Background: an optimization exercise with open tools, aiming at small area, a short achievable clock period and few clock cycles. Do not read the settings as production practice.

==> module EUCLIDs_GCD, before the edit <==
module EUCLIDs_GCD #(parameter N = 32)(
    input [N-1:0] a,
    input [N-1:0] b,
    input clk,
    input rst,
    input start,
    output [N-1:0] out,
    output done
);
    localparam W = N + 1;
    reg [N-1:0] u;
    reg [W-1:0] v;
    reg [4:0] k;
    reg run, fin;
    assign out = u;
    wire ue    = ~u[0];
    wire ve    = ~v[0];
    wire sv    = v[W-1];
    wire strip = ue & ve;            
    wire swp0  = ue & ~ve;           
    wire [W-1:1] x  = swp0 ? {N{1'b0}} : v[W-1:1];
    wire [W-1:1] ye = ve ? {N{1'b1}} : sv ? {1'b0, u[N-1:1]} : ~{1'b0, u[N-1:1]};
    wire [N-1:0] p = x ^ ye;         
    wire [N-1:0] g = x & ye;
    localparam L = 5;                
    wire [N-1:0] gl [0:L];
    wire [N-1:0] pl [0:L];
    assign gl[0] = g;
    assign pl[0] = p;
    genvar lv, i;
    generate for (lv = 0; lv < L; lv = lv + 1) begin : lvl
        for (i = 0; i < N; i = i + 1) begin : bt
            if ((i >> lv) & 1) begin : op
                assign gl[lv+1][i] = gl[lv][i] | (pl[lv][i] & gl[lv][((i >> lv) << lv) - 1]);
                assign pl[lv+1][i] = pl[lv][i] & pl[lv][((i >> lv) << lv) - 1];
            end else begin : pass
                assign gl[lv+1][i] = gl[lv][i];
                assign pl[lv+1][i] = pl[lv][i];
            end
        end
    end endgenerate
    wire [N-1:0] G = gl[L];
    wire [N-1:0] P = pl[L];
    wire [N-1:0] c = {G[N-2:0] | P[N-2:0], 1'b1};    
    wire [W-1:1] w = p ^ c;                          
    wire term = P[N-1] & ~swp0;
    wire swap = (w[W-1] ^ sv) | swp0;
    wire s1 = strip | ~p[0];
    wire s2 = ~s1 & ~p[1];
    wire s3 = ~s1 & p[1] & ~p[2];
    wire s4 = ~s1 & p[1] & p[2];
    wire [W-1:0] vn = ({W{s1}} & {{1{w[W-1]}}, w[W-1:1]}) | ({W{s2}} & {{2{w[W-1]}}, w[W-1:2]}) |
                      ({W{s3}} & {{3{w[W-1]}}, w[W-1:3]}) | ({W{s4}} & {{4{w[W-1]}}, w[W-1:4]});
    wire vn0 = strip ? ~p[0] : ~(p[0] & p[1] & p[2] & p[3]);
    wire [N-1:0] va = {v[N-1:1] ^ {(N-1){sv}}, 1'b1};
    wire k0   = (k == 5'd0);
    wire fin_now = (run & term) | fin;
    assign done = fin_now & k0;
    wire ld   = ~(run | fin) | done;    
    always @(posedge clk or posedge rst) begin
        if (rst) begin
            run  <= 1'b0;
            fin  <= 1'b0;
        end else if (ld) begin
            run <= start;
            fin <= 1'b0;
        end else if (fin_now) begin
            run <= 1'b0;
            fin <= 1'b1;
        end
    end
    always @(posedge clk) begin
        v <= ld ? {1'b0, b} : vn;
        if (ld) begin
            u <= a;
            k <= 5'd0;
        end else if (fin_now) begin
            u <= {u[N-2:0], 1'b0};
            k <= k - 5'd1;
        end else begin
            if (swap) begin
                u <= va;
            end else if (strip) begin
                u <= {1'b0, u[N-1:1]};
            end
            if (strip)
                k <= k + 5'd1;
        end
    end
endmodule
clock: 6.0 ns
lec_check: 0
cap_margin: 20
core_margin: 2
core_utilization: 40
setup_slack_margin: 2.0
slew_margin: 20
standard.sh (not shown) runs the stock make flow with config.mk's settings and CLKGATE_MAP_FILE= SYNTH_SCRIPT=/design/flow/synth_recipe.tcl, a recipe that flattens the netlist after the stock synthesis.
==> flow/flow/run.sh <==
#!/bin/bash
set -euo pipefail
export BUFFER_PORTS_ARGS="-buffer_cell sky130_fd_sc_hd__buf_1"
bash standard.sh finish > standard.log 2>&1
Edit:
--- a/flow/design.v
+++ b/flow/design.v
@@ -7,5 +7,5 @@
     input start,
     output [N-1:0] out,
-    output done
+    output reg done
 );
     localparam W = N + 1;
@@ -50,34 +50,36 @@
     wire s2 = ~s1 & ~p[1];
     wire s3 = ~s1 & p[1] & ~p[2];
-    wire s4 = ~s1 & p[1] & p[2];
+    wire s4 = ~s1 & p[1] & p[2] & ~p[3];
+    wire s5 = ~s1 & p[1] & p[2] & p[3];
     wire [W-1:0] vn = ({W{s1}} & {{1{w[W-1]}}, w[W-1:1]}) | ({W{s2}} & {{2{w[W-1]}}, w[W-1:2]}) |
-                      ({W{s3}} & {{3{w[W-1]}}, w[W-1:3]}) | ({W{s4}} & {{4{w[W-1]}}, w[W-1:4]});
-    wire vn0 = strip ? ~p[0] : ~(p[0] & p[1] & p[2] & p[3]);
+                      ({W{s3}} & {{3{w[W-1]}}, w[W-1:3]}) | ({W{s4}} & {{4{w[W-1]}}, w[W-1:4]}) |
+                      ({W{s5}} & {{5{w[W-1]}}, w[W-1:5]});
     wire [N-1:0] va = {v[N-1:1] ^ {(N-1){sv}}, 1'b1};
-    wire k0   = (k == 5'd0);
     wire fin_now = (run & term) | fin;
-    assign done = fin_now & k0;
-    wire ld   = ~(run | fin) | done;    
+    wire k_low = (k[4:1] == 4'd0);
     always @(posedge clk or posedge rst) begin
         if (rst) begin
             run  <= 1'b0;
             fin  <= 1'b0;
-        end else if (ld) begin
-            run <= start;
-            fin <= 1'b0;
-        end else if (fin_now) begin
-            run <= 1'b0;
-            fin <= 1'b1;
+            done <= 1'b0;
+        end else begin
+            done <= 1'b0;
+            if (fin_now) begin
+                run <= 1'b0;
+                fin <= ~k_low;
+                done <= k_low;
+            end else if (!run) begin
+                run <= start;
+            end
         end
     end
     always @(posedge clk) begin
-        v <= ld ? {1'b0, b} : vn;
-        if (ld) begin
-            u <= a;
-            k <= 5'd0;
-        end else if (fin_now) begin
-            u <= {u[N-2:0], 1'b0};
-            k <= k - 5'd1;
-        end else begin
+        v <= (run | fin) ? vn : {1'b0, b};
+        if (fin_now) begin
+            if (k != 5'd0) begin
+                u <= {u[N-2:0], 1'b0};
+                k <= k - 5'd1;
+            end
+        end else if (run) begin
             if (swap) begin
                 u <= va;
@@ -87,4 +89,7 @@
             if (strip)
                 k <= k + 5'd1;
+        end else begin
+            u <= a;
+            k <= 5'd0;
         end
     end
Outcome: The new run finished clean; routed wire length goes up by about 9%; worst setup slack gets better by 0.24 ns; hold slack gets better by 0.051 ns; clock-buffer cell count goes down by 1; area after synthesis goes up by about 6%; final area goes up by about 2%; register-to-register slack gets better by 0.07 ns; cell count goes up by 6.2%.
Function was not checked in any run of this note: the RTL went through the layout flow alone.

## static timing again, ports no longer ideal
How much do the figures lean on ideal ports? The routed layouts below were timed once more, with nothing changed but the port constraints.
Step 1 sets driving cells, clkbuf_16 on the clock port and buf_2 on the other inputs (assumed; they add their load-dependent delay and slew).
Step 2 moves the port delays by t, midway between the first and last clock arrival at a register: inputs arrive t later, outputs are due t later. That takes back most of the time a late clock gives input paths.
Three values: ideal ports, drivers, drivers and shift; two values: the first two.
run | t, ns | setup WS [ns] | worst register clock-pin slew, ns
the first run | 0.396 | 1.955 / 1.911 / 2.119 | 0.06 / 0.06
the second run | 0.390 | 2.193 / 2.193 / 2.193 | 0.06 / 0.06
After both steps setup and hold are still met in every run listed.
